This design comes from an exercise in tuning for small area on the open sky130 flow, not from production work.
At most, simulation tests tie the RTL to the original design; equivalence was not proved.
For runs 2 to 4, only the layout was checked, not whether the RTL still works.

## flow/design.v (module list and top-level ports; edited modules follow where they fit)
// module cordic_sin_cos: 719 lines
module cordic_sin_cos (
    input clk, input rst_n,
    input signed [31:0] angle, input pre_vaild,
    output signed [31:0] sin, output signed [31:0] cos, output post_vaild);
  // ...
==> flow/flow/run.sh <==
#!/bin/bash
set -euo pipefail
export BUFFER_PORTS_ARGS="-buffer_cell sky130_fd_sc_hd__buf_1"
export CTS_ARGS="-sink_clustering_enable -repair_clock_nets -dont_use_dummy_load -buf_list sky130_fd_sc_hd__clkbuf_8 -sink_clustering_size 20 -sink_clustering_max_diameter 50"
bash standard.sh > standard.log 2>&1
==> flow/standard.sh <==
#!/bin/bash
# synth_recipe.tcl (not shown) runs the flow's synth.tcl, then flattens the netlist and writes it again
# the make line also repeats each setting of config.mk as NAME=value (left out here)
make -C /OpenROAD-flow-scripts/flow DESIGN_CONFIG=/design/flow/config.mk WORK_HOME=/design/flow/orfs CLKGATE_MAP_FILE= SYNTH_SCRIPT=/design/flow/synth_recipe.tcl "${@:-finish}"
==> flow/config.mk <==
export PLATFORM = sky130hd
export DESIGN_NAME = cordic_sin_cos
export DESIGN_NICKNAME = cordic_sin_cos
export VERILOG_FILES = /design/flow/design.v
export SDC_FILE = /design/flow/constraint.sdc
export NUM_CORES = 4
export LEC_CHECK = 0
export CAP_MARGIN = 20
export CORE_MARGIN = 2
export CORE_UTILIZATION = 40
export SLEW_MARGIN = 20
==> flow/constraint.sdc <==
create_clock -name core_clock -period 6.0 [get_ports {clk}]
set_input_delay 1.2000 -clock core_clock [delete_from_list [all_inputs] [get_ports {clk}]]
set_output_delay 1.2000 -clock core_clock [all_outputs]
set_load 0.01 [all_outputs]
==> impl_results.md, run 1 <==
* Critical path origin: y15_q7[15]
* Clock sink count at 253
* WHS Endpoint: s_q5
* Initial antenna violation count at 0
* Setup slack, reg-to-reg at 0.37 ns
* Share of cells above drive strength 1 at 6.985%
* Post-CTS Setup Repair Bufs at 1
* Dpl cells at 4107
* Max Slew Vio Count at 0
* CTS root buffer: clkbuf_8
* Most frequent CP cell: ha_1
* Worst skew pair latency at 0.61 ns
* Die Y at 257.0 um
* Seq. cell area at 0.005107 sq mm
* DR WL met2 at 32.61 mm
* Post-Synth XOR/XNOR Area at 19.37%
* Final Util at 43.80%
* Post-route ant nets at 0
* Worst path max stage delay at 0.41 ns
* Slew of the pin with the lowest slew margin at 1.048 ns
* Capture point of the worst reg-to-reg path: y13_q6[16]
* Critical Path Slowest Stage Cell: o41a_1
* Initial Utilization at 40.53%
* Synth area leaders: dfxtp_1 19%, xnor2_1 15%, ha_1 9.4%
* Count leader, synth: xnor2_1
* Critical path, cell by cell: inv_2 > ha_4 > mux2i_4 > inv_1 > ha_1 > nand2_1 > o21ai_1 > xnor2_1 > ha_1 > a21oi_2 > nor2b_1 > o21a_1 > o41a_1 > a21bo_2 > o21ai_2 > o211ai_1 > o31ai_2 > buf_4 > xnor2_4 > buf_1
* Nets@finish at 3569
* Synth warnings at 1
* Crit path DAT at 4.56 ns
* Post-cts hold buffer count at 0
* Buf+Inv Stages, Crit Path at 4
* Post-route DRC at 0
* CP Depth at 20
* Routed WL at 68.79 mm
* Worst path required time at 4.80 ns
* Simple-Gate Fraction of Synth Area at 17.35%
* Status: complete, no violations
* Clock-cell share of area at 1.889%
* CP Capture Type: primary output
==> run 2, diff against run 1 <==
--- a/flow/design.v
+++ b/flow/design.v
@@ -538,19 +538,24 @@
 assign yh14_c[17] = yh14_t ? ((y13_q6[13] | y13_q6[14] | y13_q6[15] | y13_q6[16]) | yh14_c[13]) : ((y13_q6[13] & y13_q6[14] & y13_q6[15] & y13_q6[16]) & yh14_c[13]);
 assign yh14[17] = y13_q6[17] ^ yh14_t ^ yh14_c[17];
 assign yh14_c[18] = yh14_t ? ((y13_q6[17]) | yh14_c[17]) : ((y13_q6[17]) & yh14_c[17]);
 wire f13 = d13_q6 ^ d14_q6;
 wire [17:0] y14 = yh14 ^ {18{f13}};
 wire [18:0] x15_c;
 wire [17:0] x15;
 assign x15_c[0] = d14_q6;
-wire [4:0] x15_l = {1'b0, x14[3], x14[2], x14[1], x14[0]} + {1'b0, ~y14[17], ~y14[16], ~y14[15], ~y14[14]} + d14_q6;
-assign x15[3:0] = x15_l[3:0];
-assign x15_c[4] = x15_l[4];
+assign x15[0] = x14[0] ^ ~y14[14] ^ x15_c[0];
+assign x15_c[1] = (x14[0] & ~y14[14]) | (x14[0] & x15_c[0]) | (~y14[14] & x15_c[0]);
+assign x15[1] = x14[1] ^ ~y14[15] ^ x15_c[1];
+assign x15_c[2] = (x14[1] & ~y14[15]) | (x14[1] & x15_c[1]) | (~y14[15] & x15_c[1]);
+assign x15[2] = x14[2] ^ ~y14[16] ^ x15_c[2];
+assign x15_c[3] = (x14[2] & ~y14[16]) | (x14[2] & x15_c[2]) | (~y14[16] & x15_c[2]);
+assign x15[3] = x14[3] ^ ~y14[17] ^ x15_c[3];
+assign x15_c[4] = (x14[3] & ~y14[17]) | (x14[3] & x15_c[3]) | (~y14[17] & x15_c[3]);
 wire x15_t = ~y14[17];
 assign x15[4] = x14[4] ^ x15_t ^ x15_c[4];
 wire x15_lc5 = x15_t ? (x14[4] | x15_c[4]) : (x14[4] & x15_c[4]);
 assign x15[5] = x14[5] ^ x15_t ^ x15_lc5;
 wire x15_lc6 = x15_t ? (x14[5] | x15_lc5) : (x14[5] & x15_lc5);
 assign x15[6] = x14[6] ^ x15_t ^ x15_lc6;
 wire x15_lc7 = x15_t ? (x14[6] | x15_lc6) : (x14[6] & x15_lc6);
 assign x15[7] = x14[7] ^ x15_t ^ x15_lc7;
@@ -573,19 +578,24 @@
 assign x15_c[16] = x15_t ? ((x14[12] | x14[13] | x14[14] | x14[15]) | x15_c[12]) : ((x14[12] & x14[13] & x14[14] & x14[15]) & x15_c[12]);
 assign x15[16] = x14[16] ^ x15_t ^ x15_c[16];
 wire x15_lc17 = x15_t ? (x14[16] | x15_c[16]) : (x14[16] & x15_c[16]);
 assign x15[17] = x14[17] ^ x15_t ^ x15_lc17;
 assign x15_c[18] = x15_t ? ((x14[16] | x14[17]) | x15_c[16]) : ((x14[16] & x14[17]) & x15_c[16]);
 wire [18:0] yh15_c;
 wire [17:0] yh15;
 assign yh15_c[0] = 1'b0;
-wire [4:0] yh15_l = {1'b0, y14[3], y14[2], y14[1], y14[0]} + {1'b0, x14[17], x14[16], x14[15], x14[14]} + 1'b0;
-assign yh15[3:0] = yh15_l[3:0];
-assign yh15_c[4] = yh15_l[4];
+assign yh15[0] = y14[0] ^ x14[14] ^ yh15_c[0];
+assign yh15_c[1] = (y14[0] & x14[14]) | (y14[0] & yh15_c[0]) | (x14[14] & yh15_c[0]);
+assign yh15[1] = y14[1] ^ x14[15] ^ yh15_c[1];
+assign yh15_c[2] = (y14[1] & x14[15]) | (y14[1] & yh15_c[1]) | (x14[15] & yh15_c[1]);
+assign yh15[2] = y14[2] ^ x14[16] ^ yh15_c[2];
+assign yh15_c[3] = (y14[2] & x14[16]) | (y14[2] & yh15_c[2]) | (x14[16] & yh15_c[2]);
+assign yh15[3] = y14[3] ^ x14[17] ^ yh15_c[3];
+assign yh15_c[4] = (y14[3] & x14[17]) | (y14[3] & yh15_c[3]) | (x14[17] & yh15_c[3]);
 wire yh15_t = x14[17];
 assign yh15[4] = y14[4] ^ yh15_t ^ yh15_c[4];
 wire yh15_lc5 = yh15_t ? (y14[4] | yh15_c[4]) : (y14[4] & yh15_c[4]);
 assign yh15[5] = y14[5] ^ yh15_t ^ yh15_lc5;
 wire yh15_lc6 = yh15_t ? (y14[5] | yh15_lc5) : (y14[5] & yh15_lc5);
 assign yh15[6] = y14[6] ^ yh15_t ^ yh15_lc6;
 wire yh15_lc7 = yh15_t ? (y14[6] | yh15_lc6) : (y14[6] & yh15_lc6);
 assign yh15[7] = y14[7] ^ yh15_t ^ yh15_lc7;
==> run 2 against run 1 <==
Against the previous run: final cell count down 0.72%; sequential share of layout area up 0.23 points; flip-flop and latch count unchanged; wire length down 8.4%; critical path depth unchanged; highest routed layer unchanged; still clean; cell area down 1.2%; via count down 2.6%; synthesized cell count down 1.2%; critical path type unchanged; core utilization down 0.20 points; count of clock-buffer cells in the layout down 2.
==> impl_results.md, run 2 <==
* Top FF cell, synth: dfxtp_1
* FMAX at 175.4 MHz
* Final Wtd Congestion at 0.9561
* CP Class: reg2out
* Grt ovf at 0
* Crit Path Max Fanout at 4
* Max cap viols at 0
* Nets@finish at 3536 (-0.92%)
* Initial antenna violation count at 0 (unchanged)
* Post-Synth XOR/XNOR Area at 19.80% (+0.43 points)
* Synth Register Bits at 253
* Worst path required time at 4.80 ns (about the same)
* Max Slew Vio Count at 0 (unchanged)
* Synth area leaders: dfxtp_1 19%, xnor2_1 14%, ha_1 9.2%
* Clock sink count at 253 (unchanged)
* Avg Cell Area, Syn at 7.830 sq um
* Routed WL at 62.99 mm (-8.4%)
* Hold Fails Final Rpt at 0
* Leading area contributor after synthesis: dfxtp_1
* Post-synth top cells: 413 x xnor2_1, 255 x nor2_1, 246 x dfxtp_1
* Top-Level Pins at 100
* DP Wirelength at 49.67 mm
* Hold Path Class: reg2reg
* Post-Syn Nets at 3488
* CTS tree: done
* Final WS setup at 0.2994 ns
* Die ar. at 0.06525 sq mm
* Clock slew at reported path FFs at 0.09 ns
* Post-Syn Instances at 3230
* CP Capture Type: primary output
* Ys async rst share at 2.767%
* Syn-to-layout area delta at 8.163%
* Post-Synth Adder-Cell Area at 12.13%
* Via Count at 22447
* Number of synthesized flops with an enable pin at 0
* Worst R2R Path Depth at 24
* Largest net degree at the start of global routing at 84
* Largest family of logic cells by synthesized area: compound AO/OA/AOI/OAI gates
* H-tree Lvls at 2
* Fill cells at 6388
* Synth top area share at 19.47%
* Slew of the pin with the lowest slew margin at 0.9413 ns (-0.1065 ns)
* Cts bufs inserted at 36
* Clk_skew at 0.06889 ns
* Count of input and output buffers at 92
* Simple-Gate Fraction of Synth Area at 18.36% (+1.0 points)
* Routed vias/inst at 5.444
* Multi-input logic area at 0.01897 sq mm
* Most common cell after layout, fill and taps aside: xnor2_1
* CTS root buffer: clkbuf_8
* Core area at 0.06274 sq mm
* Share of cells above drive strength 1 at 6.471% (-0.51 points)
* CTS Buffer Depth at 3
* First-pass GRT wire length at 103.3 mm
* Die Y at 255.5 um (-0.62%)
* Final setup fails at 0
* Number of global-route vias before repair at 20939
* Tmin final at 5.701 ns
* Register area share after synthesis at 20.17%
* Count leader, synth: xnor2_1
* Hold depth at 0
* TritonRoute pass-1 iters at 7
* Synth warnings at 1 (unchanged)
* Setup WS pre-CTS at 0.2772 ns
* Seq. cell area at 0.005110 sq mm (about the same)
* Cell Area, Synth at 0.02529 sq mm
* First DRT Iteration DRCs at 1745
* Period utilisation layout at 95.01%
* Post-synth cell types at 93
* Chip Width at 255.5 um
* Wire per inst at 15.28 um
* Mux cell area share after synthesis at 1.885%
* Row count at 92
* Initial Utilization at 40.31% (-0.21 points)
* Relative slew margins at 35.62%
* Most frequent cells in the layout: 410 x xnor2_1, 254 x nor2_1, 238 x a21oi_1, 238 x dfxtp_1, 209 x nand2_1
* Post-route ant nets at 0 (unchanged)
* Compound-Gate Fraction of Synth Area at 22.05%
* Status: complete, no violations
* Worst hold margin at 0.3207 ns
* Worst skew pair latency at 0.62 ns (about the same)
* Post-route DRC at 0 (unchanged)
* Total GRT Usage at 18.70%
* Startpoint types: flip-flop
* Crit path DAT at 4.50 ns (-0.06 ns)
[run 2: cell types whose count changed after synthesis, moves of 17 or more]
cell,previous run,this run
a21o_1,88,67
a21oi_1,226,243
and2_1,34,16
nand2_1,191,209
o21ai_0,172,195
xnor2_1,434,413
xor2_1,121,151
[run 2: critical path: stages (launching register included)]
cell	delay, ns
dfxtp_2	0.35
inv_1	0.06
ha_1	0.28
mux2_2	0.30
ha_1	0.18
inv_1	0.05
mux2i_1	0.07
xnor2_1	0.13
ha_1	0.33
a21o_1	0.23
a21oi_2	0.21
o21bai_1	0.08
a21o_1	0.21
a21oi_1	0.20
o21ai_1	0.18
o41ai_2	0.26
buf_4	0.19
o21ai_0	0.08
a21oi_1	0.19
xnor2_1	0.17
clkbuf_2	0.17
[run 2: path summary, 6_finish.rpt]
path,from,endpoint,slack (ns)
setup / recovery,y15_q7[16],cos[16],0.30
hold / removal,h1_q1[0],h5_q2[0],0.32
setup reg to reg,d9_q4,y11_q5[16],0.42
hold reg to reg,h1_q1[0],h5_q2[0],0.32
max in group asynchronous,rst_n,vr[0],5.24
min in group asynchronous,rst_n,vr[5],0.50
[run 2: area by class of cell]
type	count	area share, %
antenna	1	0.009148
clock buffer	36	1.811
inverter	174	2.388
multi-input combinational	2631	69.36
sequential	253	18.68
tap	846	3.870
timing repair buffer	182	3.883
[run 2: per-stage QoR]
stage / area, sq um / TNS (ns) / util [%] / instances
2_1_floorplan: 25290 / 0 / - / 3230
3_3_place_gp: 26690 / 0 / 42.55 / 4083
3_5_place_dp: 26690 / 0 / 42.55 / 4083
4_1_cts: 27250 / 0 / 43.44 / 4120
5_1_grt: 27350 / -0.1474 / 43.60 / 4122
6_report: 27360 / 0 / 43.60 / 4123
[run 2: timing repair]
item,in CTS,in global routing
gates cloned,1,0
hold buffers,0,0
setup buffers,0,2
gates resized for setup,8,20
pin swaps,1,4
endpoints found under the setup margin,31,36
[run 2: kinds of logic after synthesis]
group | Yosys count
adder cells (fa/ha/maj) | 223
AND/OR/NAND/NOR | 927
AO/OA/AOI/OAI | 866
XOR/XNOR | 567
multiplexers | 47
buffers and inverters | 347
flip-flops | 253
[run 2: per-layer routing]
metal | share of wire (%) | GRT usage (%) | vias up
met3 | 4.8 | 2.540 | 146
met4 | 3.8 | 7.960 | 0
met5 | 0 | 0 | -
li1 | - | - | 11483
met2 | 48 | 32.10 | 569
met1 | 44 | 23.41 | 10249
==> run 3, diff against run 2 <==
--- a/flow/config.mk
+++ b/flow/config.mk
@@ -7,5 +7,5 @@
 export LEC_CHECK = 0
-export CAP_MARGIN = 20
+export CAP_MARGIN = 0
 export CORE_MARGIN = 2
 export CORE_UTILIZATION = 40
-export SLEW_MARGIN = 20
+export SLEW_MARGIN = 0
==> run 3 against run 2 <==
Against the previous run: clock skew is 0.0012 ns lower; die area stayed put; fmax hardly changed; worst hold slack worse by 0.0018 ns; highest routed layer unchanged.
==> impl_results.md, run 3 <==
* Status: complete, no violations
* Hold Path Class: reg2reg
* Die ar. at 0.06525 sq mm (unchanged)
* M1 WL at 27.66 mm (+0.14%)
* FMAX at 175.4 MHz (about the same)
* Post-synth top cells: 413 x xnor2_1, 255 x nor2_1, 246 x dfxtp_1
* First-pass GRT wire length at 103.3 mm (unchanged)
* Most common cell after layout, fill and taps aside: xnor2_1
* Period utilisation layout at 95.04% (about the same)
* Synth warnings at 1 (unchanged)
* H-tree Lvls at 2 (unchanged)
* Via Count at 22484 (+0.16%)
* Initial Utilization at 40.31% (unchanged)
* Clock sink count at 253 (unchanged)
* Core area at 0.06274 sq mm (unchanged)
* Synth area leaders: dfxtp_1 19%, xnor2_1 14%, ha_1 9.2%
* Post-cts hold buffer count at 0 (unchanged)
* Number of synthesized flops with an enable pin at 0 (unchanged)
* DP Wirelength at 49.67 mm (unchanged)
* Grt ovf at 0 (unchanged)
* Die Y at 255.5 um (unchanged)
* Hold Fails Final Rpt at 0 (unchanged)
* Clock slew at reported path FFs at 0.09 ns (about the same)
* Crit path DAT at 4.50 ns (about the same)
* CTS tree: done
* Capture point of the worst reg-to-reg path: y11_q5[16]
* Ys async rst share at 2.767% (unchanged)
* Register area share after synthesis at 20.17% (unchanged)
* Worst hold margin at 0.3189 ns (-0.001827 ns)
* Share of cells above drive strength 1 at 6.471% (unchanged)
* Worst path required time at 4.80 ns (about the same)
* Count of input and output buffers at 92 (unchanged)
* Cts bufs inserted at 36 (unchanged)
* Cell Area, Synth at 0.02529 sq mm (unchanged)
* Hold depth at 0 (unchanged)
* TritonRoute pass-1 iters at 6 (-1)
* Worst R2R Path Depth at 24 (unchanged)
* Post-route DRC at 0 (unchanged)
* Syn-to-layout area delta at 8.118% (about the same)
* Final setup fails at 0 (unchanged)
* WHS Endpoint: h5_q2[0]
* CP Class: reg2out
* Dpl cells at 4083 (unchanged)
* Crit Path Max Fanout at 4 (unchanged)
* Synth top area share at 19.47% (unchanged)
* Post-synth cell types at 93 (unchanged)
* Post-DP Area at 0.02669 sq mm (unchanged)
* Max cap viols at 0 (unchanged)
* Clk_skew at 0.06765 ns (-0.001241 ns)
* Max Slew Vio Count at 0 (unchanged)
* Total GRT Usage at 18.70% (unchanged)
* Post-Syn Instances at 3230 (unchanged)
* Row count at 92 (unchanged)
* Post-route ant nets at 0 (unchanged)
* DR WL met2 at 30.06 mm (+0.34%)
* CTS Buffer Depth at 3 (unchanged)
* Worst r2r src: d9_q4
* Setup WS pre-CTS at 0.2772 ns (unchanged)
* Setup slack, reg-to-reg at 0.43 ns (about the same)
* Number of global-route vias before repair at 20939 (unchanged)
* Chip Width at 255.5 um (unchanged)
* Worst path max stage delay at 0.35 ns (about the same)
* Routed vias/inst at 5.453 (+0.16%)
* First DRT Iteration DRCs at 1639 (-6.1%)
* Top FF cell, synth: dfxtp_1
* Most frequent CP cell: ha_1
* Final Non-Filler Cells at 4123 (unchanged)
* Post-route cell area at 0.02734 sq mm (about the same)
* Critical path, cell by cell: inv_1 > ha_1 > mux2_2 > ha_1 > inv_1 > mux2i_1 > xnor2_1 > ha_1 > a21o_1 > a21oi_2 > o21bai_1 > a21o_1 > a21oi_1 > o21ai_1 > o41ai_2 > buf_4 > o21ai_0 > a21oi_1 > xnor2_1 > clkbuf_2
* Final Wtd Congestion at 0.9561 (unchanged)
* Leading area contributor after synthesis: dfxtp_1
* Largest net degree at the start of global routing at 84 (unchanged)
* Startpoint types: flip-flop
* Wire per inst at 15.30 um (+0.17%)
* CTS root buffer: clkbuf_8
* Critical Path Slowest Stage Cell: dfxtp_2
* Relative slew margins at 26.27% (-9.4 points)
* Fill cells at 6387 (-0.016%)
* Slew of the pin with the lowest slew margin at 1.105 ns (+0.1637 ns)
* Final WS setup at 0.2978 ns (-0.001605 ns)
* Post-Syn Nets at 3488 (unchanged)
* Avg Cell Area, Syn at 7.830 sq um (unchanged)
* CP Capture Type: primary output
* Worst skew pair latency at 0.62 ns (about the same)
* Top-Level Pins at 100 (unchanged)
* Most frequent cells in the layout: 410 x xnor2_1, 254 x nor2_1, 238 x a21oi_1, 238 x dfxtp_1, 209 x nand2_1
* Tmin final at 5.702 ns (+0.001605 ns)
* WL met3 at 2.982 mm (-0.50%)
* Nets@finish at 3536 (unchanged)
* Initial antenna violation count at 0 (unchanged)
* Final Util at 43.59% (about the same)
* Synth Register Bits at 253 (unchanged)
* Count leader, synth: xnor2_1
* Hold Startpoint: h1_q1[0]
* Routed WL at 63.09 mm (+0.17%)
* Top Metal Used: met4
run 3: cell families (layout without fill, tap and decap cells):
logic type	Yosys count	after routing	synth area share, %
AOI/OAI and AO/OA	866	866	22.05
buffers and inverters	347	392	5.605
and+or+nand+nor	927	927	18.36
muxes	47	47	1.885
adders and majority gates	223	223	12.13
other	0	1	0
xor gates and xnor gates	567	568	19.80
DFF	253	253	20.17
run 3: stage by stage:
step | setup TNS, ns
floorplan | 0
global placement | 0
detailed placement | 0
CTS | 0
global route | -0.1474
finish | 0
run 3: worst max-delay path: cells and delay by family, from the launching register on:
family / cells / cell delay [ns]
adder cells (fa/ha/maj): 3 / 0.79
XOR/XNOR: 2 / 0.30
multiplexers: 2 / 0.37
flip-flops: 1 / 0.35
buffers and inverters: 4 / 0.47
AO/OA/AOI/OAI: 9 / 1.64
run 3: layout make-up:
| class | count | area, sq um | share of cell area (%) |
|---|---|---|---|
| sequential | 253 | 5110 | 18.69 |
| tap | 846 | 1059 | 3.871 |
| timing repair buffer | 182 | 1062 | 3.885 |
| antenna | 1 | 2.502 | 0.009152 |
| clock buffer | 36 | 495.5 | 1.812 |
| multi-input combinational | 2631 | 18960 | 69.35 |
| inverter | 174 | 653.1 | 2.389 |
run 3: routing by layer:
layer	vias up	track usage [%]
met2	601	32.10
met4	0	7.960
met5	-	0
li1	11489	-
met3	147	2.540
met1	10247	23.41
run 3: repair_timing:
item / in CTS / in global routing
setup endpoints to repair: 31 / 36
gates resized for setup: 8 / 20
setup buffers: 0 / 2
pin swaps: 1 / 4
gates cloned: 1 / 0
run 3: worst max-delay path by stage:
stage,from,end,slack (ns)
6_report,y15_q7[16],cos[16],0.30
3_3_place_gp,d9_q4,y11_q5[16],0.29
2_1_floorplan,s_q7,sin[18],0.18
3_5_place_dp,d9_q4,y11_q5[16],0.28
4_1_cts,y15_q7[16],cos[16],0.04
5_1_grt,s_q7,sin[28],-0.01
==> run 4, diff against run 3 <==
==> flow/flow/run.sh (replaced) <==
#!/bin/bash
set -euo pipefail
export BUFFER_PORTS_ARGS="-buffer_cell sky130_fd_sc_hd__buf_1"
export CTS_ARGS="-sink_clustering_enable -repair_clock_nets -dont_use_dummy_load -buf_list sky130_fd_sc_hd__clkbuf_8 -sink_clustering_size 20 -sink_clustering_max_diameter 80"
bash standard.sh > standard.log 2>&1
==> run 4 against run 3 <==
Against the previous run: sequential share of layout area rose by 0.12 points; wire length fell by 0.51%; cell area down 0.55%; die area unchanged; area after synthesis unchanged; clock skew is 0.0059 ns higher; first-iteration DRC count is 11% higher; worst hold slack improved by 0.0097 ns; largest cell class unchanged.
==> impl_results.md, run 4 <==
* Number of global-route vias before repair at 20823 (-0.55%)
* Synth top area share at 19.47% (unchanged)
* Largest net degree at the start of global routing at 84 (unchanged)
* Cts bufs inserted at 22 (-39%)
* Max cap viols at 0 (unchanged)
* Post-synth top cells: 413 x xnor2_1, 255 x nor2_1, 246 x dfxtp_1
* Wire per inst at 15.28 um (-0.17%)
* Ys async rst share at 2.767% (unchanged)
* First DRT Iteration DRCs at 1812 (+11%)
* Relative slew margins at 25.69% (-0.58 points)
* Post-Syn Instances at 3230 (unchanged)
* Leading area contributor after synthesis: dfxtp_1
* Top-Level Pins at 100 (unchanged)
* Slew of the pin with the lowest slew margin at 1.114 ns (+0.008657 ns)
* Worst path required time at 4.80 ns (about the same)
* Crit path DAT at 4.51 ns (about the same)
* Row count at 92 (unchanged)
* Routed vias/inst at 5.463 (+0.18%)
* Synth Register Bits at 253 (unchanged)
* Avg Cell Area, Syn at 7.830 sq um (unchanged)
* Post-cts hold buffer count at 0 (unchanged)
* Synth warnings at 1 (unchanged)
* CP Class: reg2out
* Post-synth cell types at 93 (unchanged)
* Clock slew at reported path FFs at 0.09 ns (about the same)
* CTS tree: done
* Most frequent cells in the layout: 409 x xnor2_1, 254 x nor2_1, 238 x dfxtp_1
* Tmin final at 5.706 ns (+0.004267 ns)
* Die Y at 255.5 um (unchanged)
* Post-route DRC at 0 (unchanged)
* CP Capture Type: primary output
* Count of input and output buffers at 92 (unchanged)
* Final Non-Filler Cells at 4109 (-0.34%)
* Clk_skew at 0.07359 ns (+0.005938 ns)
* CTS Buffer Depth at 3 (unchanged)
* Total GRT Usage at 18.52% (-0.17 points)
* Max Slew Vio Count at 0 (unchanged)
* Final setup fails at 0 (unchanged)
* Core area at 0.06274 sq mm (unchanged)
* Final Wtd Congestion at 0.9561 (unchanged)
* Routed WL at 62.77 mm (-0.51%)
* FMAX at 175.2 MHz (about the same)
* Chip Width at 255.5 um (unchanged)
* Worst skew pair latency at 0.61 ns (about the same)
* Status: complete, no violations
* Share of cells above drive strength 1 at 6.223% (-0.25 points)
* Grt ovf at 0 (unchanged)
* Period utilisation layout at 95.11% (about the same)
* Top FF cell, synth: dfxtp_1
* Cell Area, Synth at 0.02529 sq mm (unchanged)
* Synth area leaders: dfxtp_1 19%, xnor2_1 14%, ha_1 9.2%
* Hold Path Class: reg2reg
* Initial Utilization at 40.31% (unchanged)
* Die ar. at 0.06525 sq mm (unchanged)
* Via Count at 22447 (-0.16%)
* Startpoint types: flip-flop
* Post-route ant nets at 0 (unchanged)
* CTS root buffer: clkbuf_8
* Register area share after synthesis at 20.17% (unchanged)
* Post-Syn Nets at 3488 (unchanged)
* Syn-to-layout area delta at 7.520%
* Hold Fails Final Rpt at 0 (unchanged)
* Initial antenna violation count at 1 (+1)
* Clock sink count at 253 (unchanged)
* H-tree Lvls at 1 (-1)
* First-pass GRT wire length at 103.1 mm (-0.20%)
* DP Wirelength at 49.67 mm (unchanged)
* Final Util at 43.34% (-0.24 points)
* TritonRoute pass-1 iters at 6 (unchanged)
* Crit Path Max Fanout at 4 (unchanged)
* Most common cell after layout, fill and taps aside: xnor2_1
* Number of synthesized flops with an enable pin at 0 (unchanged)
* Nets@finish at 3522 (-0.40%)
* Dpl cells at 4083 (unchanged)
* Count leader, synth: xnor2_1
-- run 4: logic make-up (layout without fill, tap and decap cells) --
family | after synthesis | in the layout | synth area share, %
muxes | 47 | 47 | 1.885
other | 0 | 1 | 0
AOI/OAI and AO/OA | 866 | 866 | 22.05
xor gates and xnor gates | 567 | 568 | 19.80
DFF | 253 | 253 | 20.17
and+or+nand+nor | 927 | 927 | 18.36
adders and majority gates | 223 | 223 | 12.13
buffers and inverters | 347 | 378 | 5.605
-- run 4: final timing paths --
check	to	cells past startpoint	slack [ns]	from
max in group asynchronous	vr[6]	1	5.18	rst_n
hold reg to reg	d0_q2	0	0.33	d0_q1
setup / recovery	cos[16]	20	0.29	y15_q7[16]
min in group asynchronous	vr[2]	1	0.54	rst_n
hold / removal	d0_q2	0	0.33	d0_q1
setup reg to reg	y11_q5[16]	24	0.41	d9_q4
-- run 4: metrics by stage --
stage / worst slack, ns / hold WS, ns / TNS, ns / cell area (sq um)
finish: 0.2935 / 0.3286 / 0 / 27190
global route: -0.04007 / 0.3403 / -0.04007 / 27190
CTS: 0.003252 / 0.3285 / 0 / 27060
detailed placement: 0.2772 / 0.3120 / 0 / 26690
global placement: 0.2914 / 0.3098 / 0 / 26690
floorplan: 0.1763 / 0.3096 / 0 / 25290
-- run 4: layout make-up --
type / instances / area (sq um)
Fill cell: 6386 / 35540
Multi-Input combinational cell: 2631 / 19000
Sequential cell: 253 / 5115
Timing Repair Buffer: 182 / 1064
Tap cell: 846 / 1059
Inverter: 174 / 653.1
Clock buffer: 22 / 302.8
Antenna cell: 1 / 2.502
-- run 4: critical path, cell delays in order (launching register included) --
cell	delay [ns]
dfxtp_2	0.37
inv_1	0.06
ha_1	0.28
mux2_2	0.30
ha_1	0.18
inv_1	0.05
mux2i_1	0.07
xnor2_1	0.13
ha_1	0.33
a21o_1	0.23
a21oi_2	0.21
o21bai_1	0.08
a21o_1	0.21
a21oi_1	0.20
o21ai_1	0.18
o41ai_2	0.27
buf_4	0.19
o21ai_0	0.08
a21oi_1	0.19
xnor2_1	0.17
buf_1	0.18
-- run 4: layer usage --
| layer | global-route usage [%] | wire, um | vias to the layer above |
|---|---|---|---|
| li1 | - | - | 11460 |
| met2 | 32.32 | 30030 | 592 |
| met1 | 23.46 | 27430 | 10251 |
| met5 | 0 | 0 | - |
| met4 | 7.472 | 2520 | 0 |
| met3 | 1.647 | 2791 | 144 |
-- run 4: repair_timing --
action	in CTS	in global routing
resized for setup	8	28
gates cloned	1	0
pin swaps	1	4
endpoints found under the setup margin	31	36
setup buffers	0	2

-- what the ideal ports hide --
The results above use ideal ports. As a check the final layouts listed here were re-extracted and re-timed, cells and wires unchanged.
Step 1, drivers: a clkbuf_16 drives clk and a buf_2 each remaining input, both assumed.
Step 2 moves the port delays by t, midway between the first and last clock arrival at a register: inputs arrive t later, outputs are due t later. That takes back most of the time a late clock gives input paths.
a / b / c = no drivers / after step 1 / after step 2; a / b = the first two.
| run | shift t [ns] | setup slack, ns | worst register clock-pin slew, ns |
|---|---|---|---|
| run 1 | 0.636 | 0.243 / 0.188 / 0.366 | 0.08 / 0.08 |
| run 2 | 0.642 | 0.299 / 0.244 / 0.424 | 0.09 / 0.09 |
| run 3 | 0.641 | 0.298 / 0.243 / 0.426 | 0.09 / 0.09 |
| run 4 | 0.620 | 0.294 / 0.237 / 0.408 | 0.11 / 0.11 |
After both steps every run listed still meets setup and hold.
